From an optimization exercise on the open Yosys and OpenROAD flow, aimed at small area; shortcuts taken in it are not production practice. Function was checked by simulation only, so behaviour that the tests miss may differ from the original. No activity file was given, so power comes from the tool's default toggle rates.

## flow/design.v (module list and top-level ports; edited modules follow where they fit)
// module efpga_macc_pipe_regi: 1095 lines
// module macc_fa: 4 lines
// module macc_ha: 4 lines
// module macc_aoi22: 3 lines
// module macc_pp: 3 lines
module efpga_macc_pipe_regi
  # (
     parameter INPUT_WIDTH = 18,
     parameter OUTPUT_WIDTH = 40
     )
   (
    input             clk,
    input             resetn,
    input [17:0]      a,
    input [17:0]      b,
    output reg [39:0] y
    );
  // ...
==> flow/flow/run.sh <==
#!/bin/bash
# Layout flow: the standard flow (standard.sh) with its synthesis unchanged,
# and these changes to how the layout is made:
#  - after synthesis, combinational cells that synthesis sized up are swapped
#    for the smallest cell of the same function (flow/downsize.tcl); the
#    flow's own timing repair sizes up again what needs it;
#  - the buffers that global placement puts on every input and output port
#    are sky130_fd_sc_hd__buf_1;
#  - clock tree synthesis inserts no dummy loads (CTS_EXTRA below).
# Each tool's output goes to a log of its own in this folder; ORFS also keeps
# each step's log under orfs/logs.
set -euo pipefail
cd "$(dirname "$0")/.."
CTS_EXTRA="-buf_list sky130_fd_sc_hd__clkbuf_16 -sink_clustering_size 40 -sink_clustering_max_diameter 300 -sink_clustering_levels 1"
cat >> config.mk <<EOF
export BUFFER_PORTS_ARGS = -buffer_cell sky130_fd_sc_hd__buf_1
export CTS_ARGS = -sink_clustering_enable -repair_clock_nets -dont_use_dummy_load $CTS_EXTRA
EOF
bash standard.sh synth > synth.log 2>&1
DOWNSIZE_ODB=orfs/results/$FLOW_PLATFORM/efpga_macc_pipe_regi/base/1_synth.odb \
LIB=$FLOW_HOME/platforms/$FLOW_PLATFORM/lib/sky130_fd_sc_hd__tt_025C_1v80.lib \
  openroad -no_init -exit flow/downsize.tcl > downsize.log 2>&1
bash standard.sh > layout.log 2>&1
==> flow/flow/downsize.tcl <==
# Swap every combinational cell that synthesis sized up for the smallest cell
# of the same function (same name up to the drive-strength suffix). Registers
# are left alone. Timing repair later in the flow sizes up what needs it.
set odb $::env(DOWNSIZE_ODB)
read_liberty $::env(LIB)
read_db $odb
set block [ord::get_db_block]
set n 0
foreach inst [$block getInsts] {
  set m [[$inst getMaster] getName]
  if {![regexp {^(sky130_fd_sc_hd__([a-z0-9]+))_([0-9]+)$} $m -> base fn drive]} { continue }
  if {[regexp {^(df|sdf|edf|dl|sdl|clk|buf|conb|tap|fill|decap|lpflow|diode|probe|mux4|inv)} $fn]} { continue }
  if {$drive <= 1} { continue }
  foreach cand [list ${base}_1 ${base}_0] {
    set cm [[ord::get_db] findMaster $cand]
    if {$cm ne "NULL"} {
      $inst swapMaster $cm
      incr n
      break
    }
  }
}
puts "downsize: swapped $n instances"
write_db $odb
==> flow/standard.sh <==
#!/bin/bash
# synth_recipe.tcl (not shown) runs the flow's synth.tcl, then flattens the netlist and writes it again
# the make line also repeats each setting of config.mk as NAME=value (left out here)
make -C /OpenROAD-flow-scripts/flow DESIGN_CONFIG=/design/flow/config.mk WORK_HOME=/design/flow/orfs CLKGATE_MAP_FILE= SYNTH_SCRIPT=/design/flow/synth_recipe.tcl "${@:-finish}"
==> flow/config.mk <==
export PLATFORM = sky130hd
export DESIGN_NAME = efpga_macc_pipe_regi
export DESIGN_NICKNAME = efpga_macc_pipe_regi
export VERILOG_FILES = /design/flow/design.v
export SDC_FILE = /design/flow/constraint.sdc
export NUM_CORES = 4
export LEC_CHECK = 0
export CAP_MARGIN = 0
export CORE_MARGIN = 2
export CORE_UTILIZATION = 40
export GPL_TIMING_DRIVEN = 0
export SLEW_MARGIN = 0
export SYNTH_HIERARCHICAL = 1
export BUFFER_PORTS_ARGS = -buffer_cell sky130_fd_sc_hd__buf_1
export CTS_ARGS = -sink_clustering_enable -repair_clock_nets -dont_use_dummy_load -buf_list sky130_fd_sc_hd__clkbuf_16 -sink_clustering_size 40 -sink_clustering_max_diameter 300 -sink_clustering_levels 1
==> flow/constraint.sdc <==
create_clock -name core_clock -period 6.5 [get_ports {clk}]
set_input_delay 1.3000 -clock core_clock [delete_from_list [all_inputs] [get_ports {clk}]]
set_output_delay 1.3000 -clock core_clock [all_outputs]
set_load 0.01 [all_outputs]
==> results.sh, run 1 <==
export IMPL_status="no timing/DRC/antenna violations"
export IMPL_largest_register="y"
export IMPL_grt_pass1_wl_um=45000
export IMPL_cp_start_kind="register"
export IMPL_wl_per_cell_um=20.3
export IMPL_use_met2_pct=31.9
export IMPL_ys_warn_count=7
export IMPL_place_hpwl_um=20500
export IMPL_met1_usage_pct=27.2
export IMPL_grt_pass1_vias=8351
export IMPL_power_density_nw_per_um2=597
export IMPL_drt_iter0_markers=906
export IMPL_r2r_start="y[0]"
export IMPL_ff2ff_path_depth=20
export IMPL_cts_setup_buffers=0
export IMPL_hp_class="register to register"
export IMPL_ctsHoldBuffers=0
export IMPL_nFlopsAndLatches=140
export IMPL_nFillCells=2499
export IMPL_internal_power_uw=3920
export IMPL_setup_viol=0
export IMPL_dp_cells=1334
export IMPL_initial_core_util_pct=40.6
export IMPL_sh_seq_area_pct=27.8
export IMPL_multi_input_area_share_pct=61.3
export IMPL_post_place_ws_ns=-0.221
export IMPL_cts_sinks=140
export IMPL_grtUsageMet3_pct=3.48
export IMPL_n_antenna_cell=0
export IMPL_p_switching_uw=3320
export IMPL_power_clock_uw=783
export IMPL_timing_setup_critical_path_class="register to register"
export IMPL_worst_slack_ns=0.330
export IMPL_worstMarginPinSlew_ns=0.737
export IMPL_die_h_um=169
export IMPL_slowest_delay_ns=0.40
export IMPL_pwr_share_clk_pct=10.8
export IMPL_slew_viol_final=0
export IMPL_core_area_um2=26800
==> run 2, diff against run 1 <==
--- a/flow/design.v
+++ b/flow/design.v
@@ -32,52 +32,55 @@
    macc_fa t_fa7 (.a(a[7]), .b(a[6]), .c(t_c6), .s(t_s7), .co(t_c7));
    wire t_s8, t_c8;
    macc_fa t_fa8 (.a(a[8]), .b(a[7]), .c(t_c7), .s(t_s8), .co(t_c8));
-   wire t_s9, t_c9;
-   macc_fa t_fa9 (.a(a[9]), .b(a[8]), .c(t_c8), .s(t_s9), .co(t_c9));
-   wire t_i10 = ~t_s1;
-   wire t_i11 = ~t_s2;
-   wire t_i12 = ~t_s3;
-   wire t_i13 = ~t_s4;
-   wire t_i14 = ~t_s5;
-   wire t_i15 = ~t_s6;
-   wire t_i16 = ~t_s7;
-   wire t_i17 = ~t_s8;
-   wire t_i18 = ~t_s9;
+   wire t_i9 = ~t_s1;
+   wire t_i10 = ~t_s2;
+   wire t_i11 = ~t_s3;
+   wire t_i12 = ~t_s4;
+   wire t_i13 = ~t_s5;
+   wire t_i14 = ~t_s6;
+   wire t_i15 = ~t_s7;
+   wire t_i16 = ~t_s8;
+   wire t_s17, t_c17;
+   macc_ha t_ha17 (.a(a[9]), .b(a[8]), .s(t_s17), .co(t_c17));
+   wire t_s18, t_c18;
+   macc_fa t_fa18 (.a(a[10]), .b(a[9]), .c(t_c17), .s(t_s18), .co(t_c18));
    wire t_s19, t_c19;
-   macc_ha t_ha19 (.a(a[10]), .b(a[9]), .s(t_s19), .co(t_c19));
+   macc_fa t_fa19 (.a(a[11]), .b(a[10]), .c(t_c18), .s(t_s19), .co(t_c19));
    wire t_s20, t_c20;
-   macc_fa t_fa20 (.a(a[11]), .b(a[10]), .c(t_c19), .s(t_s20), .co(t_c20));
+   macc_fa t_fa20 (.a(a[12]), .b(a[11]), .c(t_c19), .s(t_s20), .co(t_c20));
    wire t_s21, t_c21;
-   macc_fa t_fa21 (.a(a[12]), .b(a[11]), .c(t_c20), .s(t_s21), .co(t_c21));
+   macc_fa t_fa21 (.a(a[13]), .b(a[12]), .c(t_c20), .s(t_s21), .co(t_c21));
    wire t_s22, t_c22;
-   macc_fa t_fa22 (.a(a[13]), .b(a[12]), .c(t_c21), .s(t_s22), .co(t_c22));
-   wire t_s23, t_c23;
-   macc_fa t_fa23 (.a(a[14]), .b(a[13]), .c(t_c22), .s(t_s23), .co(t_c23));
-   wire t_s24, t_c24;
-   macc_fa t_fa24 (.a(a[15]), .b(a[14]), .c(t_c23), .s(t_s24), .co(t_c24));
-   wire t_s25, t_c25;
-   macc_fa t_fa25 (.a(a[16]), .b(a[15]), .c(t_c24), .s(t_s25), .co(t_c25));
-   wire t_s26, t_c26;
-   macc_fa t_fa26 (.a(a[17]), .b(a[16]), .c(t_c25), .s(t_s26), .co(t_c26));
-   wire t_r27 = t_s19 ~^ t_c9;
-   wire t_r28 = t_s20 ~^ (t_c9 & t_s19);
-   wire t_p29 = t_s19 & t_s20;
-   wire t_r30 = t_s21 ~^ (t_c9 & t_p29);
+   macc_fa t_fa22 (.a(a[14]), .b(a[13]), .c(t_c21), .s(t_s22), .co(t_c22));
+   wire t_r23 = t_s17 ~^ t_c8;
+   wire t_r24 = t_s18 ~^ (t_c8 & t_s17);
+   wire t_p25 = t_s17 & t_s18;
+   wire t_r26 = t_s19 ~^ (t_c8 & t_p25);
+   wire t_p27 = t_p25 & t_s19;
+   wire t_r28 = t_s20 ~^ (t_c8 & t_p27);
+   wire t_p29 = t_p27 & t_s20;
+   wire t_r30 = t_s21 ~^ (t_c8 & t_p29);
    wire t_p31 = t_p29 & t_s21;
-   wire t_r32 = t_s22 ~^ (t_c9 & t_p31);
+   wire t_r32 = t_s22 ~^ (t_c8 & t_p31);
    wire t_p33 = t_p31 & t_s22;
-   wire t_r34 = t_s23 ~^ (t_c9 & t_p33);
-   wire t_p35 = t_p33 & t_s23;
-   wire t_r36 = t_s24 ~^ (t_c9 & t_p35);
-   wire t_p37 = t_p35 & t_s24;
-   wire t_r38 = t_s25 ~^ (t_c9 & t_p37);
-   wire t_p39 = t_p37 & t_s25;
-   wire t_r40 = t_s26 ~^ (t_c9 & t_p39);
-   wire t_p41 = t_p39 & t_s26;
-   wire t_k42 = t_c26 | (t_p41 & t_c9);
-   wire t_r43 = a[17] ~^ t_k42;
-   wire t_r44 = 1'b0 ~^ (t_k42 & a[17]);
-   wire [19:1] nt_in = {t_r44, t_r43, t_r40, t_r38, t_r36, t_r34, t_r32, t_r30, t_r28, t_r27, t_i18, t_i17, t_i16, t_i15, t_i14, t_i13, t_i12, t_i11, t_i10};
+   wire t_k34 = t_c22 | (t_p33 & t_c8);
+   wire t_s35, t_c35;
+   macc_ha t_ha35 (.a(a[15]), .b(a[14]), .s(t_s35), .co(t_c35));
+   wire t_r36 = t_s35 ~^ t_k34;
+   wire t_k37 = t_c35 | (t_s35 & t_k34);
+   wire t_s38, t_c38;
+   macc_ha t_ha38 (.a(a[16]), .b(a[15]), .s(t_s38), .co(t_c38));
+   wire t_r39 = t_s38 ~^ t_k37;
+   wire t_k40 = t_c38 | (t_s38 & t_k37);
+   wire t_s41, t_c41;
+   macc_ha t_ha41 (.a(a[17]), .b(a[16]), .s(t_s41), .co(t_c41));
+   wire t_r42 = t_s41 ~^ t_k40;
+   wire t_k43 = t_c41 | (t_s41 & t_k40);
+   wire t_s44, t_c44;
+   macc_ha t_ha44 (.a(a[17]), .b(t_k43), .s(t_s44), .co(t_c44));
+   wire t_i45 = ~t_s44;
+   wire t_i46 = ~t_c44;
+   wire [19:1] nt_in = {t_i46, t_i45, t_r42, t_r39, t_r36, t_r32, t_r30, t_r28, t_r26, t_r24, t_r23, t_i16, t_i15, t_i14, t_i13, t_i12, t_i11, t_i10, t_i9};
    wire [8:0] s1_in, s2_in, ns3_in;
    genvar g;
    generate for (g = 0; g < 9; g = g + 1) begin : digit
@@ -572,375 +575,355 @@
    wire m_q179 = (s2_r[8] & a_r[17]) | ~(ns3_r[8] | nt_r[18]);
    wire m_q180 = ~(ns3_r[8] | nt_r[19]);
    wire m_s181, m_c181;
-   macc_ha m_ha181 (.a(m_q13), .b(m_q31), .s(m_s181), .co(m_c181));
+   macc_fa m_fa181 (.a(m_q5), .b(m_q23), .c(m_q41), .s(m_s181), .co(m_c181));
    wire m_s182, m_c182;
-   macc_fa m_fa182 (.a(m_q14), .b(m_q32), .c(m_q50), .s(m_s182), .co(m_c182));
+   macc_fa m_fa182 (.a(m_q6), .b(m_q24), .c(m_q42), .s(m_s182), .co(m_c182));
    wire m_s183, m_c183;
-   macc_fa m_fa183 (.a(m_q15), .b(m_q33), .c(m_q51), .s(m_s183), .co(m_c183));
+   macc_fa m_fa183 (.a(m_q7), .b(m_q25), .c(m_q43), .s(m_s183), .co(m_c183));
    wire m_s184, m_c184;
-   macc_ha m_ha184 (.a(m_q69), .b(m_q87), .s(m_s184), .co(m_c184));
+   macc_fa m_fa184 (.a(m_q8), .b(m_q26), .c(m_q44), .s(m_s184), .co(m_c184));
    wire m_s185, m_c185;
-   macc_fa m_fa185 (.a(m_q16), .b(m_q34), .c(m_q52), .s(m_s185), .co(m_c185));
+   macc_fa m_fa185 (.a(m_q9), .b(m_q27), .c(m_q45), .s(m_s185), .co(m_c185));
    wire m_s186, m_c186;
-   macc_fa m_fa186 (.a(m_q70), .b(m_q88), .c(m_q106), .s(m_s186), .co(m_c186));
+   macc_fa m_fa186 (.a(m_q10), .b(m_q28), .c(m_q46), .s(m_s186), .co(m_c186));
    wire m_s187, m_c187;
-   macc_fa m_fa187 (.a(m_q17), .b(m_q35), .c(m_q53), .s(m_s187), .co(m_c187));
+   macc_fa m_fa187 (.a(m_q11), .b(m_q29), .c(m_q47), .s(m_s187), .co(m_c187));
    wire m_s188, m_c188;
-   macc_fa m_fa188 (.a(m_q71), .b(m_q89), .c(m_q107), .s(m_s188), .co(m_c188));
+   macc_fa m_fa188 (.a(m_q65), .b(m_q83), .c(m_q101), .s(m_s188), .co(m_c188));
    wire m_s189, m_c189;
-   macc_ha m_ha189 (.a(m_q125), .b(m_q143), .s(m_s189), .co(m_c189));
+   macc_fa m_fa189 (.a(m_q12), .b(m_q30), .c(m_q48), .s(m_s189), .co(m_c189));
    wire m_s190, m_c190;
-   macc_fa m_fa190 (.a(m_q18), .b(m_q36), .c(m_q54), .s(m_s190), .co(m_c190));
+   macc_fa m_fa190 (.a(m_q66), .b(m_q84), .c(m_q102), .s(m_s190), .co(m_c190));
    wire m_s191, m_c191;
-   macc_fa m_fa191 (.a(m_q72), .b(m_q90), .c(m_q108), .s(m_s191), .co(m_c191));
+   macc_fa m_fa191 (.a(m_q13), .b(m_q31), .c(m_q49), .s(m_s191), .co(m_c191));
    wire m_s192, m_c192;
-   macc_fa m_fa192 (.a(m_q126), .b(m_q144), .c(m_q162), .s(m_s192), .co(m_c192));
+   macc_fa m_fa192 (.a(m_q67), .b(m_q85), .c(m_q103), .s(m_s192), .co(m_c192));
    wire m_s193, m_c193;
-   macc_fa m_fa193 (.a(m_q19), .b(m_q37), .c(m_q55), .s(m_s193), .co(m_c193));
+   macc_fa m_fa193 (.a(m_q14), .b(m_q32), .c(m_q50), .s(m_s193), .co(m_c193));
    wire m_s194, m_c194;
-   macc_fa m_fa194 (.a(m_q73), .b(m_q91), .c(m_q109), .s(m_s194), .co(m_c194));
+   macc_fa m_fa194 (.a(m_q68), .b(m_q86), .c(m_q104), .s(m_s194), .co(m_c194));
    wire m_s195, m_c195;
-   macc_fa m_fa195 (.a(m_q127), .b(m_q145), .c(m_q163), .s(m_s195), .co(m_c195));
+   macc_fa m_fa195 (.a(m_q15), .b(m_q33), .c(m_q51), .s(m_s195), .co(m_c195));
    wire m_s196, m_c196;
-   macc_fa m_fa196 (.a(m_q20), .b(m_q38), .c(m_q56), .s(m_s196), .co(m_c196));
+   macc_fa m_fa196 (.a(m_q69), .b(m_q87), .c(m_q105), .s(m_s196), .co(m_c196));
    wire m_s197, m_c197;
-   macc_fa m_fa197 (.a(m_q74), .b(m_q92), .c(m_q110), .s(m_s197), .co(m_c197));
+   macc_fa m_fa197 (.a(m_q16), .b(m_q34), .c(m_q52), .s(m_s197), .co(m_c197));
    wire m_s198, m_c198;
-   macc_fa m_fa198 (.a(m_q128), .b(m_q146), .c(m_q164), .s(m_s198), .co(m_c198));
+   macc_fa m_fa198 (.a(m_q70), .b(m_q88), .c(m_q106), .s(m_s198), .co(m_c198));
    wire m_s199, m_c199;
-   macc_fa m_fa199 (.a(m_q39), .b(m_q57), .c(m_q75), .s(m_s199), .co(m_c199));
+   macc_fa m_fa199 (.a(m_q17), .b(m_q35), .c(m_q53), .s(m_s199), .co(m_c199));
    wire m_s200, m_c200;
-   macc_fa m_fa200 (.a(m_q93), .b(m_q111), .c(m_q129), .s(m_s200), .co(m_c200));
+   macc_fa m_fa200 (.a(m_q71), .b(m_q89), .c(m_q107), .s(m_s200), .co(m_c200));
    wire m_s201, m_c201;
-   macc_ha m_ha201 (.a(m_q147), .b(m_q165), .s(m_s201), .co(m_c201));
+   macc_fa m_fa201 (.a(m_q125), .b(m_q143), .c(m_q161), .s(m_s201), .co(m_c201));
    wire m_s202, m_c202;
-   macc_fa m_fa202 (.a(m_q40), .b(m_q58), .c(m_q76), .s(m_s202), .co(m_c202));
+   macc_fa m_fa202 (.a(m_q18), .b(m_q36), .c(m_q54), .s(m_s202), .co(m_c202));
    wire m_s203, m_c203;
-   macc_fa m_fa203 (.a(m_q94), .b(m_q112), .c(m_q130), .s(m_s203), .co(m_c203));
+   macc_fa m_fa203 (.a(m_q72), .b(m_q90), .c(m_q108), .s(m_s203), .co(m_c203));
    wire m_s204, m_c204;
-   macc_ha m_ha204 (.a(m_q148), .b(m_q166), .s(m_s204), .co(m_c204));
+   macc_fa m_fa204 (.a(m_q126), .b(m_q144), .c(m_q162), .s(m_s204), .co(m_c204));
    wire m_s205, m_c205;
-   macc_fa m_fa205 (.a(m_q59), .b(m_q77), .c(m_q95), .s(m_s205), .co(m_c205));
+   macc_fa m_fa205 (.a(m_q19), .b(m_q37), .c(m_q55), .s(m_s205), .co(m_c205));
    wire m_s206, m_c206;
-   macc_fa m_fa206 (.a(m_q113), .b(m_q131), .c(m_q149), .s(m_s206), .co(m_c206));
+   macc_fa m_fa206 (.a(m_q73), .b(m_q91), .c(m_q109), .s(m_s206), .co(m_c206));
    wire m_s207, m_c207;
-   macc_fa m_fa207 (.a(m_q60), .b(m_q78), .c(m_q96), .s(m_s207), .co(m_c207));
+   macc_fa m_fa207 (.a(m_q127), .b(m_q145), .c(m_q163), .s(m_s207), .co(m_c207));
    wire m_s208, m_c208;
-   macc_ha m_ha208 (.a(m_q114), .b(m_q132), .s(m_s208), .co(m_c208));
+   macc_fa m_fa208 (.a(m_q20), .b(m_q38), .c(m_q56), .s(m_s208), .co(m_c208));
    wire m_s209, m_c209;
-   macc_fa m_fa209 (.a(m_q79), .b(m_q97), .c(m_q115), .s(m_s209), .co(m_c209));
+   macc_fa m_fa209 (.a(m_q74), .b(m_q92), .c(m_q110), .s(m_s209), .co(m_c209));
    wire m_s210, m_c210;
-   macc_ha m_ha210 (.a(m_q80), .b(m_q98), .s(m_s210), .co(m_c210));
+   macc_fa m_fa210 (.a(m_q128), .b(m_q146), .c(m_q164), .s(m_s210), .co(m_c210));
    wire m_s211, m_c211;
-   macc_ha m_ha211 (.a(m_q9), .b(m_q27), .s(m_s211), .co(m_c211));
+   macc_fa m_fa211 (.a(m_q39), .b(m_q57), .c(m_q75), .s(m_s211), .co(m_c211));
    wire m_s212, m_c212;
-   macc_fa m_fa212 (.a(m_q10), .b(m_q28), .c(m_q46), .s(m_s212), .co(m_c212));
+   macc_fa m_fa212 (.a(m_q93), .b(m_q111), .c(m_q129), .s(m_s212), .co(m_c212));
    wire m_s213, m_c213;
-   macc_fa m_fa213 (.a(m_q11), .b(m_q29), .c(m_q47), .s(m_s213), .co(m_c213));
+   macc_fa m_fa213 (.a(m_q40), .b(m_q58), .c(m_q76), .s(m_s213), .co(m_c213));
    wire m_s214, m_c214;
-   macc_ha m_ha214 (.a(m_q65), .b(m_q83), .s(m_s214), .co(m_c214));
+   macc_fa m_fa214 (.a(m_q94), .b(m_q112), .c(m_q130), .s(m_s214), .co(m_c214));
    wire m_s215, m_c215;
-   macc_fa m_fa215 (.a(m_q12), .b(m_q30), .c(m_q48), .s(m_s215), .co(m_c215));
+   macc_fa m_fa215 (.a(m_q59), .b(m_q77), .c(m_q95), .s(m_s215), .co(m_c215));
    wire m_s216, m_c216;
-   macc_fa m_fa216 (.a(m_q66), .b(m_q84), .c(m_q102), .s(m_s216), .co(m_c216));
+   macc_fa m_fa216 (.a(m_q113), .b(m_q131), .c(m_q149), .s(m_s216), .co(m_c216));
    wire m_s217, m_c217;
-   macc_fa m_fa217 (.a(m_q49), .b(m_q67), .c(m_q85), .s(m_s217), .co(m_c217));
+   macc_fa m_fa217 (.a(m_q60), .b(m_q78), .c(m_q96), .s(m_s217), .co(m_c217));
    wire m_s218, m_c218;
-   macc_fa m_fa218 (.a(m_q103), .b(m_q121), .c(m_s181), .s(m_s218), .co(m_c218));
+   macc_fa m_fa218 (.a(m_q114), .b(m_q132), .c(m_q150), .s(m_s218), .co(m_c218));
    wire m_s219, m_c219;
-   macc_fa m_fa219 (.a(m_q68), .b(m_q86), .c(m_q104), .s(m_s219), .co(m_c219));
+   macc_fa m_fa219 (.a(m_q79), .b(m_q97), .c(m_q115), .s(m_s219), .co(m_c219));
    wire m_s220, m_c220;
-   macc_fa m_fa220 (.a(m_q122), .b(m_c181), .c(m_s182), .s(m_s220), .co(m_c220));
+   macc_fa m_fa220 (.a(m_q133), .b(m_q151), .c(m_q169), .s(m_s220), .co(m_c220));
    wire m_s221, m_c221;
-   macc_fa m_fa221 (.a(m_q105), .b(m_q123), .c(m_q141), .s(m_s221), .co(m_c221));
+   macc_fa m_fa221 (.a(m_q80), .b(m_q98), .c(m_q116), .s(m_s221), .co(m_c221));
    wire m_s222, m_c222;
-   macc_fa m_fa222 (.a(m_s184), .b(m_s183), .c(m_c182), .s(m_s222), .co(m_c222));
+   macc_fa m_fa222 (.a(m_q134), .b(m_q152), .c(m_q170), .s(m_s222), .co(m_c222));
    wire m_s223, m_c223;
-   macc_fa m_fa223 (.a(m_q124), .b(m_q142), .c(m_c184), .s(m_s223), .co(m_c223));
+   macc_fa m_fa223 (.a(m_q99), .b(m_q117), .c(m_q135), .s(m_s223), .co(m_c223));
    wire m_s224, m_c224;
-   macc_fa m_fa224 (.a(m_s185), .b(m_s186), .c(m_c183), .s(m_s224), .co(m_c224));
+   macc_fa m_fa224 (.a(m_q100), .b(m_q118), .c(m_q136), .s(m_s224), .co(m_c224));
    wire m_s225, m_c225;
-   macc_fa m_fa225 (.a(m_q161), .b(m_s189), .c(m_s187), .s(m_s225), .co(m_c225));
+   macc_fa m_fa225 (.a(m_q119), .b(m_q137), .c(m_q155), .s(m_s225), .co(m_c225));
    wire m_s226, m_c226;
-   macc_fa m_fa226 (.a(m_s188), .b(m_c185), .c(m_c186), .s(m_s226), .co(m_c226));
+   macc_fa m_fa226 (.a(m_q120), .b(m_q138), .c(m_q156), .s(m_s226), .co(m_c226));
    wire m_s227, m_c227;
-   macc_fa m_fa227 (.a(m_c189), .b(m_s190), .c(m_s191), .s(m_s227), .co(m_c227));
+   macc_fa m_fa227 (.a(m_q139), .b(m_q157), .c(m_q175), .s(m_s227), .co(m_c227));
    wire m_s228, m_c228;
-   macc_fa m_fa228 (.a(m_s192), .b(m_c187), .c(m_c188), .s(m_s228), .co(m_c228));
+   macc_fa m_fa228 (.a(m_q140), .b(m_q158), .c(m_q176), .s(m_s228), .co(m_c228));
    wire m_s229, m_c229;
-   macc_fa m_fa229 (.a(m_s193), .b(m_s194), .c(m_s195), .s(m_s229), .co(m_c229));
+   macc_fa m_fa229 (.a(m_q61), .b(m_c182), .c(m_s183), .s(m_s229), .co(m_c229));
    wire m_s230, m_c230;
-   macc_fa m_fa230 (.a(m_c190), .b(m_c191), .c(m_c192), .s(m_s230), .co(m_c230));
+   macc_fa m_fa230 (.a(m_q62), .b(m_c183), .c(m_s184), .s(m_s230), .co(m_c230));
    wire m_s231, m_c231;
-   macc_fa m_fa231 (.a(m_s196), .b(m_s197), .c(m_s198), .s(m_s231), .co(m_c231));
+   macc_fa m_fa231 (.a(m_q63), .b(m_q81), .c(m_c184), .s(m_s231), .co(m_c231));
    wire m_s232, m_c232;
-   macc_fa m_fa232 (.a(m_c193), .b(m_c194), .c(m_c195), .s(m_s232), .co(m_c232));
+   macc_fa m_fa232 (.a(m_q64), .b(m_q82), .c(m_c185), .s(m_s232), .co(m_c232));
    wire m_s233, m_c233;
-   macc_fa m_fa233 (.a(m_s201), .b(m_s199), .c(m_s200), .s(m_s233), .co(m_c233));
+   macc_fa m_fa233 (.a(m_c186), .b(m_s187), .c(m_s188), .s(m_s233), .co(m_c233));
    wire m_s234, m_c234;
-   macc_fa m_fa234 (.a(m_c196), .b(m_c197), .c(m_c198), .s(m_s234), .co(m_c234));
+   macc_fa m_fa234 (.a(m_c187), .b(m_c188), .c(m_s189), .s(m_s234), .co(m_c234));
    wire m_s235, m_c235;
-   macc_fa m_fa235 (.a(m_s204), .b(m_c201), .c(m_s202), .s(m_s235), .co(m_c235));
+   macc_fa m_fa235 (.a(m_q121), .b(m_c189), .c(m_c190), .s(m_s235), .co(m_c235));
    wire m_s236, m_c236;
-   macc_fa m_fa236 (.a(m_s203), .b(m_c199), .c(m_c200), .s(m_s236), .co(m_c236));
+   macc_fa m_fa236 (.a(m_q122), .b(m_c191), .c(m_c192), .s(m_s236), .co(m_c236));
    wire m_s237, m_c237;
-   macc_fa m_fa237 (.a(m_q167), .b(m_c204), .c(m_s205), .s(m_s237), .co(m_c237));
+   macc_fa m_fa237 (.a(m_q123), .b(m_q141), .c(m_c193), .s(m_s237), .co(m_c237));
    wire m_s238, m_c238;
-   macc_fa m_fa238 (.a(m_s206), .b(m_c202), .c(m_c203), .s(m_s238), .co(m_c238));
+   macc_fa m_fa238 (.a(m_c194), .b(m_s195), .c(m_s196), .s(m_s238), .co(m_c238));
    wire m_s239, m_c239;
-   macc_fa m_fa239 (.a(m_q150), .b(m_q168), .c(m_s208), .s(m_s239), .co(m_c239));
+   macc_fa m_fa239 (.a(m_q124), .b(m_q142), .c(m_c195), .s(m_s239), .co(m_c239));
    wire m_s240, m_c240;
-   macc_fa m_fa240 (.a(m_s207), .b(m_c205), .c(m_c206), .s(m_s240), .co(m_c240));
+   macc_fa m_fa240 (.a(m_c196), .b(m_s197), .c(m_s198), .s(m_s240), .co(m_c240));
    wire m_s241, m_c241;
-   macc_fa m_fa241 (.a(m_q133), .b(m_q151), .c(m_q169), .s(m_s241), .co(m_c241));
+   macc_fa m_fa241 (.a(m_c197), .b(m_c198), .c(m_s199), .s(m_s241), .co(m_c241));
    wire m_s242, m_c242;
-   macc_fa m_fa242 (.a(m_c208), .b(m_s209), .c(m_c207), .s(m_s242), .co(m_c242));
+   macc_fa m_fa242 (.a(m_c199), .b(m_c200), .c(m_c201), .s(m_s242), .co(m_c242));
    wire m_s243, m_c243;
-   macc_fa m_fa243 (.a(m_q116), .b(m_q134), .c(m_q152), .s(m_s243), .co(m_c243));
+   macc_fa m_fa243 (.a(m_s202), .b(m_s203), .c(m_s204), .s(m_s243), .co(m_c243));
    wire m_s244, m_c244;
-   macc_fa m_fa244 (.a(m_q170), .b(m_s210), .c(m_c209), .s(m_s244), .co(m_c244));
+   macc_fa m_fa244 (.a(m_c202), .b(m_c203), .c(m_c204), .s(m_s244), .co(m_c244));
    wire m_s245, m_c245;
-   macc_fa m_fa245 (.a(m_q99), .b(m_q117), .c(m_q135), .s(m_s245), .co(m_c245));
+   macc_fa m_fa245 (.a(m_s205), .b(m_s206), .c(m_s207), .s(m_s245), .co(m_c245));
    wire m_s246, m_c246;
-   macc_fa m_fa246 (.a(m_q153), .b(m_q171), .c(m_c210), .s(m_s246), .co(m_c246));
+   macc_fa m_fa246 (.a(m_c205), .b(m_c206), .c(m_c207), .s(m_s246), .co(m_c246));
    wire m_s247, m_c247;
-   macc_fa m_fa247 (.a(m_q100), .b(m_q118), .c(m_q136), .s(m_s247), .co(m_c247));
+   macc_fa m_fa247 (.a(m_s208), .b(m_s209), .c(m_s210), .s(m_s247), .co(m_c247));
    wire m_s248, m_c248;
-   macc_ha m_ha248 (.a(m_q154), .b(m_q172), .s(m_s248), .co(m_c248));
+   macc_fa m_fa248 (.a(m_q147), .b(m_q165), .c(m_c208), .s(m_s248), .co(m_c248));
    wire m_s249, m_c249;
-   macc_fa m_fa249 (.a(m_q119), .b(m_q137), .c(m_q155), .s(m_s249), .co(m_c249));
+   macc_fa m_fa249 (.a(m_c209), .b(m_c210), .c(m_s211), .s(m_s249), .co(m_c249));
    wire m_s250, m_c250;
-   macc_ha m_ha250 (.a(m_q120), .b(m_q138), .s(m_s250), .co(m_c250));
+   macc_fa m_fa250 (.a(m_q148), .b(m_q166), .c(m_c211), .s(m_s250), .co(m_c250));
    wire m_s251, m_c251;
-   macc_ha m_ha251 (.a(m_q7), .b(m_q25), .s(m_s251), .co(m_c251));
+   macc_fa m_fa251 (.a(m_c212), .b(m_s213), .c(m_s214), .s(m_s251), .co(m_c251));
    wire m_s252, m_c252;
-   macc_fa m_fa252 (.a(m_q8), .b(m_q26), .c(m_q44), .s(m_s252), .co(m_c252));
+   macc_fa m_fa252 (.a(m_q167), .b(m_c213), .c(m_c214), .s(m_s252), .co(m_c252));
    wire m_s253, m_c253;
-   macc_fa m_fa253 (.a(m_q45), .b(m_q63), .c(m_q81), .s(m_s253), .co(m_c253));
+   macc_fa m_fa253 (.a(m_q168), .b(m_c215), .c(m_c216), .s(m_s253), .co(m_c253));
    wire m_s254, m_c254;
-   macc_fa m_fa254 (.a(m_q64), .b(m_q82), .c(m_c211), .s(m_s254), .co(m_c254));
+   macc_fa m_fa254 (.a(m_c217), .b(m_c218), .c(m_s219), .s(m_s254), .co(m_c254));
    wire m_s255, m_c255;
-   macc_fa m_fa255 (.a(m_q101), .b(m_s214), .c(m_s213), .s(m_s255), .co(m_c255));
+   macc_fa m_fa255 (.a(m_c219), .b(m_c220), .c(m_s221), .s(m_s255), .co(m_c255));
    wire m_s256, m_c256;
-   macc_fa m_fa256 (.a(m_c214), .b(m_s215), .c(m_s216), .s(m_s256), .co(m_c256));
+   macc_fa m_fa256 (.a(m_q153), .b(m_q171), .c(m_c221), .s(m_s256), .co(m_c256));
    wire m_s257, m_c257;
-   macc_fa m_fa257 (.a(m_s217), .b(m_c215), .c(m_c216), .s(m_s257), .co(m_c257));
+   macc_fa m_fa257 (.a(m_q154), .b(m_q172), .c(m_c223), .s(m_s257), .co(m_c257));
    wire m_s258, m_c258;
-   macc_fa m_fa258 (.a(m_s219), .b(m_c217), .c(m_c218), .s(m_s258), .co(m_c258));
+   macc_fa m_fa258 (.a(m_q173), .b(m_c224), .c(m_s225), .s(m_s258), .co(m_c258));
    wire m_s259, m_c259;
-   macc_fa m_fa259 (.a(m_s221), .b(m_c219), .c(m_s222), .s(m_s259), .co(m_c259));
+   macc_fa m_fa259 (.a(m_q174), .b(m_c225), .c(m_s226), .s(m_s259), .co(m_c259));
    wire m_s260, m_c260;
-   macc_fa m_fa260 (.a(m_c221), .b(m_s223), .c(m_s224), .s(m_s260), .co(m_c260));
+   macc_fa m_fa260 (.a(m_q159), .b(m_q177), .c(m_c228), .s(m_s260), .co(m_c260));
    wire m_s261, m_c261;
-   macc_fa m_fa261 (.a(m_c223), .b(m_s225), .c(m_s226), .s(m_s261), .co(m_c261));
+   macc_fa m_fa261 (.a(m_s185), .b(m_c230), .c(m_s231), .s(m_s261), .co(m_c261));
    wire m_s262, m_c262;
-   macc_fa m_fa262 (.a(m_s227), .b(m_s228), .c(m_c225), .s(m_s262), .co(m_c262));
+   macc_fa m_fa262 (.a(m_s186), .b(m_c231), .c(m_s232), .s(m_s262), .co(m_c262));
    wire m_s263, m_c263;
-   macc_fa m_fa263 (.a(m_s229), .b(m_s230), .c(m_c227), .s(m_s263), .co(m_c263));
+   macc_fa m_fa263 (.a(m_s190), .b(m_c233), .c(m_s234), .s(m_s263), .co(m_c263));
    wire m_s264, m_c264;
-   macc_fa m_fa264 (.a(m_s231), .b(m_s232), .c(m_c229), .s(m_s264), .co(m_c264));
+   macc_fa m_fa264 (.a(m_s191), .b(m_s192), .c(m_c234), .s(m_s264), .co(m_c264));
    wire m_s265, m_c265;
-   macc_fa m_fa265 (.a(m_s233), .b(m_s234), .c(m_c231), .s(m_s265), .co(m_c265));
+   macc_fa m_fa265 (.a(m_s193), .b(m_s194), .c(m_c235), .s(m_s265), .co(m_c265));
    wire m_s266, m_c266;
-   macc_fa m_fa266 (.a(m_s235), .b(m_s236), .c(m_c233), .s(m_s266), .co(m_c266));
+   macc_fa m_fa266 (.a(m_c236), .b(m_s237), .c(m_s238), .s(m_s266), .co(m_c266));
    wire m_s267, m_c267;
-   macc_fa m_fa267 (.a(m_s237), .b(m_s238), .c(m_c235), .s(m_s267), .co(m_c267));
+   macc_fa m_fa267 (.a(m_c237), .b(m_c238), .c(m_s239), .s(m_s267), .co(m_c267));
    wire m_s268, m_c268;
-   macc_fa m_fa268 (.a(m_s239), .b(m_s240), .c(m_c237), .s(m_s268), .co(m_c268));
+   macc_fa m_fa268 (.a(m_s200), .b(m_s201), .c(m_c239), .s(m_s268), .co(m_c268));
    wire m_s269, m_c269;
-   macc_fa m_fa269 (.a(m_s241), .b(m_c239), .c(m_s242), .s(m_s269), .co(m_c269));
+   macc_fa m_fa269 (.a(m_c241), .b(m_s242), .c(m_s243), .s(m_s269), .co(m_c269));
    wire m_s270, m_c270;
-   macc_fa m_fa270 (.a(m_s243), .b(m_c241), .c(m_s244), .s(m_s270), .co(m_c270));
+   macc_fa m_fa270 (.a(m_c242), .b(m_c243), .c(m_s244), .s(m_s270), .co(m_c270));
    wire m_s271, m_c271;
-   macc_fa m_fa271 (.a(m_s245), .b(m_c243), .c(m_s246), .s(m_s271), .co(m_c271));
+   macc_fa m_fa271 (.a(m_c244), .b(m_c245), .c(m_s246), .s(m_s271), .co(m_c271));
    wire m_s272, m_c272;
-   macc_fa m_fa272 (.a(m_s248), .b(m_s247), .c(m_c245), .s(m_s272), .co(m_c272));
+   macc_fa m_fa272 (.a(m_s212), .b(m_c246), .c(m_c247), .s(m_s272), .co(m_c272));
    wire m_s273, m_c273;
-   macc_fa m_fa273 (.a(m_q173), .b(m_c248), .c(m_s249), .s(m_s273), .co(m_c273));
+   macc_fa m_fa273 (.a(m_c248), .b(m_c249), .c(m_s250), .s(m_s273), .co(m_c273));
    wire m_s274, m_c274;
-   macc_fa m_fa274 (.a(m_q156), .b(m_q174), .c(m_s250), .s(m_s274), .co(m_c274));
+   macc_fa m_fa274 (.a(m_s215), .b(m_s216), .c(m_c250), .s(m_s274), .co(m_c274));
    wire m_s275, m_c275;
-   macc_fa m_fa275 (.a(m_q139), .b(m_q157), .c(m_q175), .s(m_s275), .co(m_c275));
+   macc_fa m_fa275 (.a(m_s217), .b(m_s218), .c(m_c252), .s(m_s275), .co(m_c275));
    wire m_s276, m_c276;
-   macc_ha m_ha276 (.a(m_q140), .b(m_q158), .s(m_s276), .co(m_c276));
+   macc_fa m_fa276 (.a(m_s220), .b(m_c253), .c(m_s254), .s(m_s276), .co(m_c276));
    wire m_s277, m_c277;
-   macc_ha m_ha277 (.a(m_q5), .b(m_q23), .s(m_s277), .co(m_c277));
+   macc_fa m_fa277 (.a(m_s222), .b(m_c254), .c(m_s255), .s(m_s277), .co(m_c277));
    wire m_s278, m_c278;
-   macc_fa m_fa278 (.a(m_q6), .b(m_q24), .c(m_q42), .s(m_s278), .co(m_c278));
+   macc_fa m_fa278 (.a(m_c222), .b(m_s223), .c(m_c255), .s(m_s278), .co(m_c278));
    wire m_s279, m_c279;
-   macc_fa m_fa279 (.a(m_q43), .b(m_q61), .c(m_s251), .s(m_s279), .co(m_c279));
+   macc_fa m_fa279 (.a(m_s224), .b(m_c256), .c(m_s257), .s(m_s279), .co(m_c279));
    wire m_s280, m_c280;
-   macc_fa m_fa280 (.a(m_q62), .b(m_c251), .c(m_s252), .s(m_s280), .co(m_c280));
+   macc_fa m_fa280 (.a(m_c226), .b(m_s227), .c(m_c259), .s(m_s280), .co(m_c280));
    wire m_s281, m_c281;
-   macc_fa m_fa281 (.a(m_s211), .b(m_s253), .c(m_c252), .s(m_s281), .co(m_c281));
+   macc_fa m_fa281 (.a(m_q160), .b(m_q178), .c(m_c260), .s(m_s281), .co(m_c281));
    wire m_s282, m_c282;
-   macc_fa m_fa282 (.a(m_s212), .b(m_c253), .c(m_s254), .s(m_s282), .co(m_c282));
+   macc_fa m_fa282 (.a(m_c232), .b(m_s233), .c(m_c262), .s(m_s282), .co(m_c282));
    wire m_s283, m_c283;
-   macc_fa m_fa283 (.a(m_c212), .b(m_c254), .c(m_s255), .s(m_s283), .co(m_c283));
+   macc_fa m_fa283 (.a(m_s235), .b(m_c263), .c(m_s264), .s(m_s283), .co(m_c283));
    wire m_s284, m_c284;
-   macc_fa m_fa284 (.a(m_c213), .b(m_s256), .c(m_c255), .s(m_s284), .co(m_c284));
+   macc_fa m_fa284 (.a(m_s236), .b(m_c264), .c(m_s265), .s(m_s284), .co(m_c284));
    wire m_s285, m_c285;
-   macc_fa m_fa285 (.a(m_s218), .b(m_s257), .c(m_c256), .s(m_s285), .co(m_c285));
+   macc_fa m_fa285 (.a(m_s240), .b(m_c266), .c(m_s267), .s(m_s285), .co(m_c285));
    wire m_s286, m_c286;
-   macc_fa m_fa286 (.a(m_s220), .b(m_c257), .c(m_s258), .s(m_s286), .co(m_c286));
+   macc_fa m_fa286 (.a(m_c240), .b(m_s241), .c(m_c267), .s(m_s286), .co(m_c286));
    wire m_s287, m_c287;
-   macc_fa m_fa287 (.a(m_c220), .b(m_c258), .c(m_s259), .s(m_s287), .co(m_c287));
+   macc_fa m_fa287 (.a(m_s245), .b(m_c269), .c(m_s270), .s(m_s287), .co(m_c287));
    wire m_s288, m_c288;
-   macc_fa m_fa288 (.a(m_c222), .b(m_s260), .c(m_c259), .s(m_s288), .co(m_c288));
+   macc_fa m_fa288 (.a(m_s247), .b(m_c270), .c(m_s271), .s(m_s288), .co(m_c288));
    wire m_s289, m_c289;
-   macc_fa m_fa289 (.a(m_c224), .b(m_s261), .c(m_c260), .s(m_s289), .co(m_c289));
+   macc_fa m_fa289 (.a(m_s248), .b(m_s249), .c(m_c271), .s(m_s289), .co(m_c289));
    wire m_s290, m_c290;
-   macc_fa m_fa290 (.a(m_c226), .b(m_s262), .c(m_c261), .s(m_s290), .co(m_c290));
+   macc_fa m_fa290 (.a(m_s251), .b(m_c272), .c(m_s273), .s(m_s290), .co(m_c290));
    wire m_s291, m_c291;
-   macc_fa m_fa291 (.a(m_c228), .b(m_s263), .c(m_c262), .s(m_s291), .co(m_c291));
+   macc_fa m_fa291 (.a(m_c251), .b(m_s252), .c(m_c273), .s(m_s291), .co(m_c291));
    wire m_s292, m_c292;
-   macc_fa m_fa292 (.a(m_c230), .b(m_s264), .c(m_c263), .s(m_s292), .co(m_c292));
+   macc_fa m_fa292 (.a(m_s253), .b(m_c274), .c(m_s275), .s(m_s292), .co(m_c292));
    wire m_s293, m_c293;
-   macc_fa m_fa293 (.a(m_c232), .b(m_s265), .c(m_c264), .s(m_s293), .co(m_c293));
+   macc_fa m_fa293 (.a(m_s256), .b(m_c277), .c(m_s278), .s(m_s293), .co(m_c293));
    wire m_s294, m_c294;
-   macc_fa m_fa294 (.a(m_c234), .b(m_s266), .c(m_c265), .s(m_s294), .co(m_c294));
+   macc_fa m_fa294 (.a(m_c257), .b(m_s258), .c(m_c279), .s(m_s294), .co(m_c294));
    wire m_s295, m_c295;
-   macc_fa m_fa295 (.a(m_c236), .b(m_s267), .c(m_c266), .s(m_s295), .co(m_c295));
+   macc_fa m_fa295 (.a(m_c227), .b(m_s228), .c(m_c280), .s(m_s295), .co(m_c295));
    wire m_s296, m_c296;
-   macc_fa m_fa296 (.a(m_c238), .b(m_s268), .c(m_c267), .s(m_s296), .co(m_c296));
+   macc_fa m_fa296 (.a(m_c265), .b(m_s266), .c(m_c284), .s(m_s296), .co(m_c296));
    wire m_s297, m_c297;
-   macc_fa m_fa297 (.a(m_c240), .b(m_s269), .c(m_c268), .s(m_s297), .co(m_c297));
+   macc_fa m_fa297 (.a(m_s268), .b(m_c285), .c(m_s286), .s(m_s297), .co(m_c297));
    wire m_s298, m_c298;
-   macc_fa m_fa298 (.a(m_c242), .b(m_s270), .c(m_c269), .s(m_s298), .co(m_c298));
+   macc_fa m_fa298 (.a(m_c268), .b(m_s269), .c(m_c286), .s(m_s298), .co(m_c298));
    wire m_s299, m_c299;
-   macc_fa m_fa299 (.a(m_c244), .b(m_s271), .c(m_c270), .s(m_s299), .co(m_c299));
+   macc_fa m_fa299 (.a(m_s272), .b(m_c288), .c(m_s289), .s(m_s299), .co(m_c299));
    wire m_s300, m_c300;
-   macc_fa m_fa300 (.a(m_c246), .b(m_s272), .c(m_c271), .s(m_s300), .co(m_c300));
+   macc_fa m_fa300 (.a(m_s274), .b(m_c290), .c(m_s291), .s(m_s300), .co(m_c300));
    wire m_s301, m_c301;
-   macc_fa m_fa301 (.a(m_c247), .b(m_s273), .c(m_c272), .s(m_s301), .co(m_c301));
+   macc_fa m_fa301 (.a(m_c275), .b(m_s276), .c(m_c292), .s(m_s301), .co(m_c301));
    wire m_s302, m_c302;
-   macc_fa m_fa302 (.a(m_c249), .b(m_s274), .c(m_c273), .s(m_s302), .co(m_c302));
+   macc_fa m_fa302 (.a(m_c278), .b(m_s279), .c(m_c293), .s(m_s302), .co(m_c302));
    wire m_s303, m_c303;
-   macc_fa m_fa303 (.a(m_c250), .b(m_s275), .c(m_c274), .s(m_s303), .co(m_c303));
+   macc_fa m_fa303 (.a(m_c258), .b(m_s259), .c(m_c294), .s(m_s303), .co(m_c303));
    wire m_s304, m_c304;
-   macc_fa m_fa304 (.a(m_q176), .b(m_s276), .c(m_c275), .s(m_s304), .co(m_c304));
+   macc_fa m_fa304 (.a(m_c289), .b(m_s290), .c(m_c299), .s(m_s304), .co(m_c304));
    wire m_s305, m_c305;
-   macc_fa m_fa305 (.a(m_q159), .b(m_q177), .c(m_c276), .s(m_s305), .co(m_c305));
+   macc_fa m_fa305 (.a(m_c291), .b(m_s292), .c(m_c300), .s(m_s305), .co(m_c305));
    wire m_s306, m_c306;
-   macc_ha m_ha306 (.a(m_q160), .b(m_q178), .s(m_s306), .co(m_c306));
+   macc_fa m_fa306 (.a(m_c276), .b(m_s277), .c(m_c301), .s(m_s306), .co(m_c306));
    wire m_s307, m_c307;
    macc_ha m_ha307 (.a(m_q3), .b(m_q21), .s(m_s307), .co(m_c307));
    wire m_s308, m_c308;
    macc_fa m_fa308 (.a(m_q4), .b(m_q22), .c(m_c307), .s(m_s308), .co(m_c308));
    wire m_s309, m_c309;
-   macc_fa m_fa309 (.a(m_q41), .b(m_s277), .c(m_c308), .s(m_s309), .co(m_c309));
+   macc_ha m_ha309 (.a(m_s181), .b(m_c308), .s(m_s309), .co(m_c309));
    wire m_s310, m_c310;
-   macc_fa m_fa310 (.a(m_s278), .b(m_c277), .c(m_c309), .s(m_s310), .co(m_c310));
+   macc_fa m_fa310 (.a(m_c181), .b(m_s182), .c(m_c309), .s(m_s310), .co(m_c310));
    wire m_s311, m_c311;
-   macc_fa m_fa311 (.a(m_s279), .b(m_c278), .c(m_c310), .s(m_s311), .co(m_c311));
+   macc_ha m_ha311 (.a(m_s229), .b(m_c310), .s(m_s311), .co(m_c311));
    wire m_s312, m_c312;
-   macc_fa m_fa312 (.a(m_s280), .b(m_c279), .c(m_c311), .s(m_s312), .co(m_c312));
+   macc_fa m_fa312 (.a(m_c229), .b(m_s230), .c(m_c311), .s(m_s312), .co(m_c312));
    wire m_s313, m_c313;
-   macc_fa m_fa313 (.a(m_s281), .b(m_c280), .c(m_c312), .s(m_s313), .co(m_c313));
-   wire m_s314, m_c314;
-   macc_fa m_fa314 (.a(m_s282), .b(m_c281), .c(m_c313), .s(m_s314), .co(m_c314));
-   wire m_s315, m_c315;
-   macc_ha m_ha315 (.a(m_s283), .b(m_c282), .s(m_s315), .co(m_c315));
-   wire m_s316, m_c316;
-   macc_fa m_fa316 (.a(m_s284), .b(m_c283), .c(m_c315), .s(m_s316), .co(m_c316));
-   wire m_s317, m_c317;
-   macc_fa m_fa317 (.a(m_s285), .b(m_c284), .c(m_c316), .s(m_s317), .co(m_c317));
+   macc_ha m_ha313 (.a(m_c261), .b(m_s262), .s(m_s313), .co(m_c313));
+   wire m_r314 = m_s261 ^ m_c312;
+   wire m_r315 = m_s313 ^ (m_c312 & m_s261);
+   wire m_p316 = m_s261 & m_s313;
+   wire m_k317 = m_c313 | (m_p316 & m_c312);
    wire m_s318, m_c318;
-   macc_fa m_fa318 (.a(m_s286), .b(m_c285), .c(m_c317), .s(m_s318), .co(m_c318));
-   wire m_r319 = m_s315 ^ m_c314;
-   wire m_r320 = m_s316 ^ (m_c314 & m_s315);
-   wire m_p321 = m_s315 & m_s316;
-   wire m_r322 = m_s317 ^ (m_c314 & m_p321);
-   wire m_p323 = m_p321 & m_s317;
-   wire m_r324 = m_s318 ^ (m_c314 & m_p323);
-   wire m_p325 = m_p323 & m_s318;
-   wire m_k326 = m_c318 | (m_p325 & m_c314);
-   wire m_s327, m_c327;
-   macc_ha m_ha327 (.a(m_s287), .b(m_c286), .s(m_s327), .co(m_c327));
+   macc_ha m_ha318 (.a(m_s263), .b(m_c282), .s(m_s318), .co(m_c318));
+   wire m_r319 = m_s282 ^ m_k317;
+   wire m_r320 = m_s318 ^ (m_k317 & m_s282);
+   wire m_p321 = m_s282 & m_s318;
+   wire m_k322 = m_c318 | (m_p321 & m_k317);
+   wire m_s323, m_c323;
+   macc_ha m_ha323 (.a(m_c283), .b(m_s284), .s(m_s323), .co(m_c323));
+   wire m_r324 = m_s283 ^ m_k322;
+   wire m_r325 = m_s323 ^ (m_k322 & m_s283);
+   wire m_p326 = m_s283 & m_s323;
+   wire m_k327 = m_c323 | (m_p326 & m_k322);
    wire m_s328, m_c328;
-   macc_fa m_fa328 (.a(m_s288), .b(m_c287), .c(m_c327), .s(m_s328), .co(m_c328));
-   wire m_s329, m_c329;
-   macc_fa m_fa329 (.a(m_s289), .b(m_c288), .c(m_c328), .s(m_s329), .co(m_c329));
-   wire m_s330, m_c330;
-   macc_fa m_fa330 (.a(m_s290), .b(m_c289), .c(m_c329), .s(m_s330), .co(m_c330));
-   wire m_r331 = m_s327 ^ m_k326;
-   wire m_r332 = m_s328 ^ (m_k326 & m_s327);
-   wire m_p333 = m_s327 & m_s328;
-   wire m_r334 = m_s329 ^ (m_k326 & m_p333);
-   wire m_p335 = m_p333 & m_s329;
-   wire m_r336 = m_s330 ^ (m_k326 & m_p335);
-   wire m_p337 = m_p335 & m_s330;
-   wire m_k338 = m_c330 | (m_p337 & m_k326);
+   macc_ha m_ha328 (.a(m_s285), .b(m_c296), .s(m_s328), .co(m_c328));
+   wire m_r329 = m_s296 ^ m_k327;
+   wire m_r330 = m_s328 ^ (m_k327 & m_s296);
+   wire m_p331 = m_s296 & m_s328;
+   wire m_k332 = m_c328 | (m_p331 & m_k327);
+   wire m_s333, m_c333;
+   macc_ha m_ha333 (.a(m_c297), .b(m_s298), .s(m_s333), .co(m_c333));
+   wire m_r334 = m_s297 ^ m_k332;
+   wire m_r335 = m_s333 ^ (m_k332 & m_s297);
+   wire m_p336 = m_s297 & m_s333;
+   wire m_k337 = m_c333 | (m_p336 & m_k332);
+   wire m_s338, m_c338;
+   macc_ha m_ha338 (.a(m_s287), .b(m_c298), .s(m_s338), .co(m_c338));
    wire m_s339, m_c339;
-   macc_ha m_ha339 (.a(m_s291), .b(m_c290), .s(m_s339), .co(m_c339));
-   wire m_s340, m_c340;
-   macc_fa m_fa340 (.a(m_s292), .b(m_c291), .c(m_c339), .s(m_s340), .co(m_c340));
-   wire m_s341, m_c341;
-   macc_fa m_fa341 (.a(m_s293), .b(m_c292), .c(m_c340), .s(m_s341), .co(m_c341));
-   wire m_s342, m_c342;
-   macc_fa m_fa342 (.a(m_s294), .b(m_c293), .c(m_c341), .s(m_s342), .co(m_c342));
-   wire m_r343 = m_s339 ^ m_k338;
-   wire m_r344 = m_s340 ^ (m_k338 & m_s339);
-   wire m_p345 = m_s339 & m_s340;
-   wire m_r346 = m_s341 ^ (m_k338 & m_p345);
-   wire m_p347 = m_p345 & m_s341;
-   wire m_r348 = m_s342 ^ (m_k338 & m_p347);
-   wire m_p349 = m_p347 & m_s342;
-   wire m_k350 = m_c342 | (m_p349 & m_k338);
+   macc_fa m_fa339 (.a(m_c287), .b(m_s288), .c(m_c338), .s(m_s339), .co(m_c339));
+   wire m_r340 = m_s338 ^ m_k337;
+   wire m_r341 = m_s339 ^ (m_k337 & m_s338);
+   wire m_p342 = m_s338 & m_s339;
+   wire m_k343 = m_c339 | (m_p342 & m_k337);
+   wire m_s344, m_c344;
+   macc_ha m_ha344 (.a(m_c304), .b(m_s300), .s(m_s344), .co(m_c344));
+   wire m_r345 = m_s299 ^ m_k343;
+   wire m_r346 = m_s304 ^ (m_k343 & m_s299);
+   wire m_p347 = m_s299 & m_s304;
+   wire m_r348 = m_s344 ^ (m_k343 & m_p347);
+   wire m_p349 = m_p347 & m_s344;
+   wire m_k350 = m_c344 | (m_p349 & m_k343);
    wire m_s351, m_c351;
-   macc_ha m_ha351 (.a(m_s295), .b(m_c294), .s(m_s351), .co(m_c351));
-   wire m_s352, m_c352;
-   macc_fa m_fa352 (.a(m_s296), .b(m_c295), .c(m_c351), .s(m_s352), .co(m_c352));
-   wire m_s353, m_c353;
-   macc_fa m_fa353 (.a(m_s297), .b(m_c296), .c(m_c352), .s(m_s353), .co(m_c353));
-   wire m_s354, m_c354;
-   macc_fa m_fa354 (.a(m_s298), .b(m_c297), .c(m_c353), .s(m_s354), .co(m_c354));
-   wire m_s355, m_c355;
-   macc_fa m_fa355 (.a(m_s299), .b(m_c298), .c(m_c354), .s(m_s355), .co(m_c355));
-   wire m_r356 = m_s351 ^ m_k350;
-   wire m_r357 = m_s352 ^ (m_k350 & m_s351);
-   wire m_p358 = m_s351 & m_s352;
-   wire m_r359 = m_s353 ^ (m_k350 & m_p358);
-   wire m_p360 = m_p358 & m_s353;
-   wire m_r361 = m_s354 ^ (m_k350 & m_p360);
-   wire m_p362 = m_p360 & m_s354;
-   wire m_r363 = m_s355 ^ (m_k350 & m_p362);
-   wire m_p364 = m_p362 & m_s355;
-   wire m_k365 = m_c355 | (m_p364 & m_k350);
-   wire m_s366, m_c366;
-   macc_ha m_ha366 (.a(m_s300), .b(m_c299), .s(m_s366), .co(m_c366));
-   wire m_s367, m_c367;
-   macc_fa m_fa367 (.a(m_s301), .b(m_c300), .c(m_c366), .s(m_s367), .co(m_c367));
-   wire m_s368, m_c368;
-   macc_fa m_fa368 (.a(m_s302), .b(m_c301), .c(m_c367), .s(m_s368), .co(m_c368));
-   wire m_s369, m_c369;
-   macc_fa m_fa369 (.a(m_s303), .b(m_c302), .c(m_c368), .s(m_s369), .co(m_c369));
-   wire m_s370, m_c370;
-   macc_fa m_fa370 (.a(m_s304), .b(m_c303), .c(m_c369), .s(m_s370), .co(m_c370));
-   wire m_r371 = m_s366 ^ m_k365;
-   wire m_r372 = m_s367 ^ (m_k365 & m_s366);
-   wire m_p373 = m_s366 & m_s367;
-   wire m_r374 = m_s368 ^ (m_k365 & m_p373);
-   wire m_p375 = m_p373 & m_s368;
-   wire m_r376 = m_s369 ^ (m_k365 & m_p375);
-   wire m_p377 = m_p375 & m_s369;
-   wire m_r378 = m_s370 ^ (m_k365 & m_p377);
-   wire m_p379 = m_p377 & m_s370;
-   wire m_k380 = m_c370 | (m_p379 & m_k365);
-   wire m_s381, m_c381;
-   macc_ha m_ha381 (.a(m_s305), .b(m_c304), .s(m_s381), .co(m_c381));
-   wire m_s382, m_c382;
-   macc_fa m_fa382 (.a(m_s306), .b(m_c305), .c(m_c381), .s(m_s382), .co(m_c382));
-   wire m_s383, m_c383;
-   macc_fa m_fa383 (.a(m_q179), .b(m_c306), .c(m_c382), .s(m_s383), .co(m_c383));
-   wire m_r384 = m_s381 ^ m_k380;
-   wire m_r385 = m_s382 ^ (m_k380 & m_s381);
-   wire m_p386 = m_s381 & m_s382;
-   wire m_r387 = m_s383 ^ (m_k380 & m_p386);
-   wire m_p388 = m_p386 & m_s383;
-   wire m_k389 = m_c383 | (m_p388 & m_k380);
-   wire m_r390 = m_q180 ^ m_k389;
-   wire [35:0] p_in = {m_r390, m_r387, m_r385, m_r384, m_r378, m_r376, m_r374, m_r372, m_r371, m_r363, m_r361, m_r359, m_r357, m_r356, m_r348, m_r346, m_r344, m_r343, m_r336, m_r334, m_r332, m_r331, m_r324, m_r322, m_r320, m_r319, m_s314, m_s313, m_s312, m_s311, m_s310, m_s309, m_s308, m_s307, m_q2, m_q1};
+   macc_ha m_ha351 (.a(m_c305), .b(m_s301), .s(m_s351), .co(m_c351));
+   wire m_r352 = m_s305 ^ m_k350;
+   wire m_r353 = m_s351 ^ (m_k350 & m_s305);
+   wire m_p354 = m_s305 & m_s351;
+   wire m_k355 = m_c351 | (m_p354 & m_k350);
+   wire m_s356, m_c356;
+   macc_ha m_ha356 (.a(m_c306), .b(m_s293), .s(m_s356), .co(m_c356));
+   wire m_r357 = m_s306 ^ m_k355;
+   wire m_r358 = m_s356 ^ (m_k355 & m_s306);
+   wire m_p359 = m_s306 & m_s356;
+   wire m_k360 = m_c356 | (m_p359 & m_k355);
+   wire m_s361, m_c361;
+   macc_ha m_ha361 (.a(m_s294), .b(m_c302), .s(m_s361), .co(m_c361));
+   wire m_s362, m_c362;
+   macc_ha m_ha362 (.a(m_s303), .b(m_c361), .s(m_s362), .co(m_c362));
+   wire m_s363, m_c363;
+   macc_fa m_fa363 (.a(m_s280), .b(m_c303), .c(m_c362), .s(m_s363), .co(m_c363));
+   wire m_r364 = m_s302 ^ m_k360;
+   wire m_r365 = m_s361 ^ (m_k360 & m_s302);
+   wire m_p366 = m_s302 & m_s361;
+   wire m_r367 = m_s362 ^ (m_k360 & m_p366);
+   wire m_p368 = m_p366 & m_s362;
+   wire m_r369 = m_s363 ^ (m_k360 & m_p368);
+   wire m_p370 = m_p368 & m_s363;
+   wire m_k371 = m_c363 | (m_p370 & m_k360);
+   wire m_s372, m_c372;
+   macc_ha m_ha372 (.a(m_s260), .b(m_c295), .s(m_s372), .co(m_c372));
+   wire m_r373 = m_s295 ^ m_k371;
+   wire m_r374 = m_s372 ^ (m_k371 & m_s295);
+   wire m_p375 = m_s295 & m_s372;
+   wire m_k376 = m_c372 | (m_p375 & m_k371);
+   wire m_s377, m_c377;
+   macc_ha m_ha377 (.a(m_q179), .b(m_c281), .s(m_s377), .co(m_c377));
+   wire m_r378 = m_s281 ^ m_k376;
+   wire m_r379 = m_s377 ^ (m_k376 & m_s281);
+   wire m_p380 = m_s281 & m_s377;
+   wire m_k381 = m_c377 | (m_p380 & m_k376);
+   wire m_r382 = m_q180 ^ m_k381;
+   wire [35:0] p_in = {m_r382, m_r379, m_r378, m_r374, m_r373, m_r369, m_r367, m_r365, m_r364, m_r358, m_r357, m_r353, m_r352, m_r348, m_r346, m_r345, m_r341, m_r340, m_r335, m_r334, m_r330, m_r329, m_r325, m_r324, m_r320, m_r319, m_r315, m_r314, m_s312, m_s311, m_s310, m_s309, m_s308, m_s307, m_q2, m_q1};
    wire y_s1, y_c1;
    macc_ha y_ha1 (.a(y[0]), .b(p_r[0]), .s(y_s1), .co(y_c1));
    wire y_s2, y_c2;
--- a/flow/flow/run.sh
+++ b/flow/flow/run.sh
@@ -11,7 +11,7 @@
 # each step's log under orfs/logs.
 set -euo pipefail
 cd "$(dirname "$0")/.."
-CTS_EXTRA="-buf_list sky130_fd_sc_hd__clkbuf_16 -sink_clustering_size 40 -sink_clustering_max_diameter 300 -sink_clustering_levels 1"
+CTS_EXTRA="-buf_list sky130_fd_sc_hd__clkbuf_8"
 cat >> config.mk <<EOF
 export BUFFER_PORTS_ARGS = -buffer_cell sky130_fd_sc_hd__buf_1
 export CTS_ARGS = -sink_clustering_enable -repair_clock_nets -dont_use_dummy_load $CTS_EXTRA
--- a/flow/config.mk
+++ b/flow/config.mk
@@ -12,4 +12,4 @@
 export SLEW_MARGIN = 0
 export SYNTH_HIERARCHICAL = 1
 export BUFFER_PORTS_ARGS = -buffer_cell sky130_fd_sc_hd__buf_1
-export CTS_ARGS = -sink_clustering_enable -repair_clock_nets -dont_use_dummy_load -buf_list sky130_fd_sc_hd__clkbuf_16 -sink_clustering_size 40 -sink_clustering_max_diameter 300 -sink_clustering_levels 1
+export CTS_ARGS = -sink_clustering_enable -repair_clock_nets -dont_use_dummy_load -buf_list sky130_fd_sc_hd__clkbuf_8
==> run 2 against run 1 <==
Compared with the run above: synthesized cell count decreased by 3.4%; design area fell by 4.0%; sequential power about the same; power shrank 13%; largest cell class unchanged; utilization down 0.57 points; register-to-register slack hardly changed; hold slack worse by 0.012 ns; sequential share of layout area increased by 0.78 points.
==> results.sh, run 2 <==
export IMPL_via_per_inst=6.02
export IMPL_cts_sinks=140
export IMPL_cp_num_buf_inv=0
export IMPL_clk_path_buf_depth=2
export IMPL_areaGrowthSynthToFinish_pct=9.66
export IMPL_insertion_delay_ns=0.46
export IMPL_maxCapViolations=0
export IMPL_die_h_um=167
export IMPL_power_density_nw_per_um2=540
export IMPL_avgSynthCellArea_um2=12.0
export IMPL_crit_end="y[37]"
export IMPL_drtPass1Iterations=6
export IMPL_post_place_ws_ns=-0.0913
export IMPL_grt_pass1_vias=8296
export IMPL_ys_warn_count=7
export IMPL_fin_crit_ns=6.17
export IMPL_multi_input_area_um2=7220
export IMPL_initial_core_util_pct=40.8
export IMPL_clock_skew_ns=0.0320
export IMPL_num_io_pins=78
export IMPL_grt_setup_unrepaired="false"
export IMPL_grt_max_degree=40
export IMPL_finalWirelength_um=27400
export IMPL_cts_inserted_buffers=17
export IMPL_timing_setup_critical_path_class="register to register"
export IMPL_drc=0
export IMPL_final_cell_mix="172 x fa_1, 153 x a22oi_1, 153 x o21ai_1"
export IMPL_nFillCells=2472
export IMPL_grt_pass1_wl_um=44900
export IMPL_mostFrequentLayoutCell="fa_1"
export IMPL_tns_ns=0
export IMPL_drt_iter0_markers=848
export IMPL_synthCells=883
export IMPL_ant_nets=0
export IMPL_synthesis_nets=1143
export IMPL_crit_family="adder cells"
export IMPL_gr_usage_all_layers_pct=20.4
export IMPL_wl_per_cell_um=20.8
export IMPL_core_area_um2=26100
export IMPL_setup_viol=0
export IMPL_largest_register_ffs=40
export IMPL_crit_required_ns=6.85
export IMPL_cp_start_kind="register"
export IMPL_hp_class="register to register"
export IMPL_r2r_start="y[0]"
export IMPL_fmax_mhz=162
export IMPL_die_w_um=167
export IMPL_drive_gt1_share_pct=3.67
export IMPL_vdd_ir_drop_max_v=0.000274
export IMPL_antenna_found_initial=0
export IMPL_critPathCaptureType="register"
export IMPL_cp_depth=20
export IMPL_io_buffers=77
export IMPL_cp_data_arrival_time_ns=6.52
export IMPL_status="no timing/DRC/antenna violations"
export IMPL_worstMarginPinSlew_ns=0.882
export IMPL_crit_path_frequent_cell="fa_1"
export IMPL_final_util_pct=44.7
export IMPL_cts_tree="built"
export IMPL_ff2ff_path_depth=20
export IMPL_slowest_delay_ns=0.41
export IMPL_r2r_setup_slack_ns=0.33
export IMPL_rows=59
export IMPL_slowest_stage="fa_1"
export IMPL_cp_max_fo=7
export IMPL_top_regs="y (40), p_r (36), nt_r (19)"
export IMPL_relSlewSlack_pct=41.2
export IMPL_dieArea_um2=27900
export IMPL_clk_pin_slew_worst_paths_ns=0.09
export IMPL_num_vias=7917
export IMPL_syn_cell_area_um2=10600
export IMPL_p_leak_uw=0.00472
export IMPL_root_buffer="clkbuf_8"
export IMPL_worst_slack_ns=0.326
export IMPL_final_seq_area_um2=3330
export IMPL_hold_viol=0
export IMPL_path_cells="ha_1 -> fa_1 -> fa_1 -> fa_2 -> fa_1 -> fa_1 -> fa_1 -> fa_1 -> fa_1 -> fa_2 -> and4_2 -> nand4_1 -> o21ai_4 -> a21oi_4 -> nor3b_1 -> a31o_1 -> ha_1 -> or2_1 -> ha_1 -> xor2_1"
export IMPL_gp_congestion=0.910
export IMPL_crit_start="y[0]"
export IMPL_finalPower_uw=6290
export IMPL_r2r_end="y[37]"
export IMPL_grt_overflow=0
export IMPL_htreeDepth=4
export IMPL_slew_viol_final=0
export IMPL_nets=1242
export IMPL_place_hpwl_um=19600
export IMPL_n_antenna_cell=0
export IMPL_largest_register="y"
export IMPL_ctsHoldBuffers=0
export IMPL_period_share_pct=95.0
## run 2: what timing repair did
item | in CTS | in global routing
setup buffers | 0 | 1
pin swaps | 0 | 2
setup endpoints to repair | 2 | 5
gates cloned | 0 | 0
gates resized for setup | 2 | 6
endpoints found under the hold margin | 0 | 0
## run 2: area by class of cell
cell class	instances	share of cell area (%)
repair buffers	80	2.90
plain buffers	2	0.0644
flip-flops and latches	140	28.6
multi-input cells	713	62.0
well taps	335	3.60
clock buffers	17	2.01
inverters	28	0.902
## run 2: worst min path at each step
| stage | from | endpoint | slack (ns) | cells after the start |
|---|---|---|---|---|
| after CTS | p_r[0] | y[0] | 0.45 | 1 |
| after floorplan | p_r[0] | y[0] | 0.44 | 1 |
| after global placement | p_r[0] | y[0] | 0.45 | 1 |
| after detailed placement | p_r[0] | y[0] | 0.45 | 1 |
| after global routing | p_r[0] | y[0] | 0.47 | 1 |
| final | p_r[0] | y[0] | 0.45 | 1 |
## run 2: per-stage QoR
| step | hold WS, ns | instance area, µm² | cells |
|---|---|---|---|
| after floorplan | 0.443 | 10600 | 883 |
| after global placement | 0.451 | 11300 | 1295 |
| after detailed placement | 0.454 | 11400 | 1297 |
| after CTS | 0.453 | 11600 | 1314 |
| after global routing | 0.474 | 11700 | 1315 |
| final | 0.454 | 11700 | 1315 |
## run 2: metal layers
metal / global-route usage [%] / share of wire [%] / vias to the layer above
met5: 0 / 0 / -
met4: 7.83 / 3.0 / 0
met3: 4.85 / 9.0 / 73
met2: 31.8 / 47 / 423
met1: 27.7 / 41 / 3982
li1: - / - / 3439
## run 2: power by group
part	total, µW	switching (µW)	internal [µW]
clock network	529	298	230
logic	4150	2220	1930
registers	1610	348	1260

re-timing with driven ports:
How much do the figures lean on ideal ports? The routed layouts below were timed once more, with nothing changed but the port constraints. Step 1: set_driving_cell puts a clkbuf_16 on clk and a buf_2 on each other input, an assumption about the parent block. Step 2, shift: input delay + t, output delay - t, t = (earliest + latest rising clock arrival at the registers) / 2. This alone moves slack from input paths to output paths. Slacks: ideal / step 1 / step 2; pairs: ideal / step 1.
| run | shift t [ns] | setup WS [ns] | hold WS [ns] | clock arrival spread, ns | slew at the worst register clock pin (ns) |
|---|---|---|---|---|---|
| run 1 | 0.468 | 0.330 / 0.330 / 0.330 | 0.466 / 0.466 / 0.466 | 0.033 / 0.033 | 0.07 / 0.07 |
| run 2 | 0.483 | 0.326 / 0.326 / 0.055 | 0.454 / 0.454 / 0.454 | 0.032 / 0.032 | 0.09 / 0.09 |
After both steps every run listed still meets setup and hold. The setup slack of run 2, which loses most, moves by 0.000 ns with the drivers and by -0.271 ns with both steps.
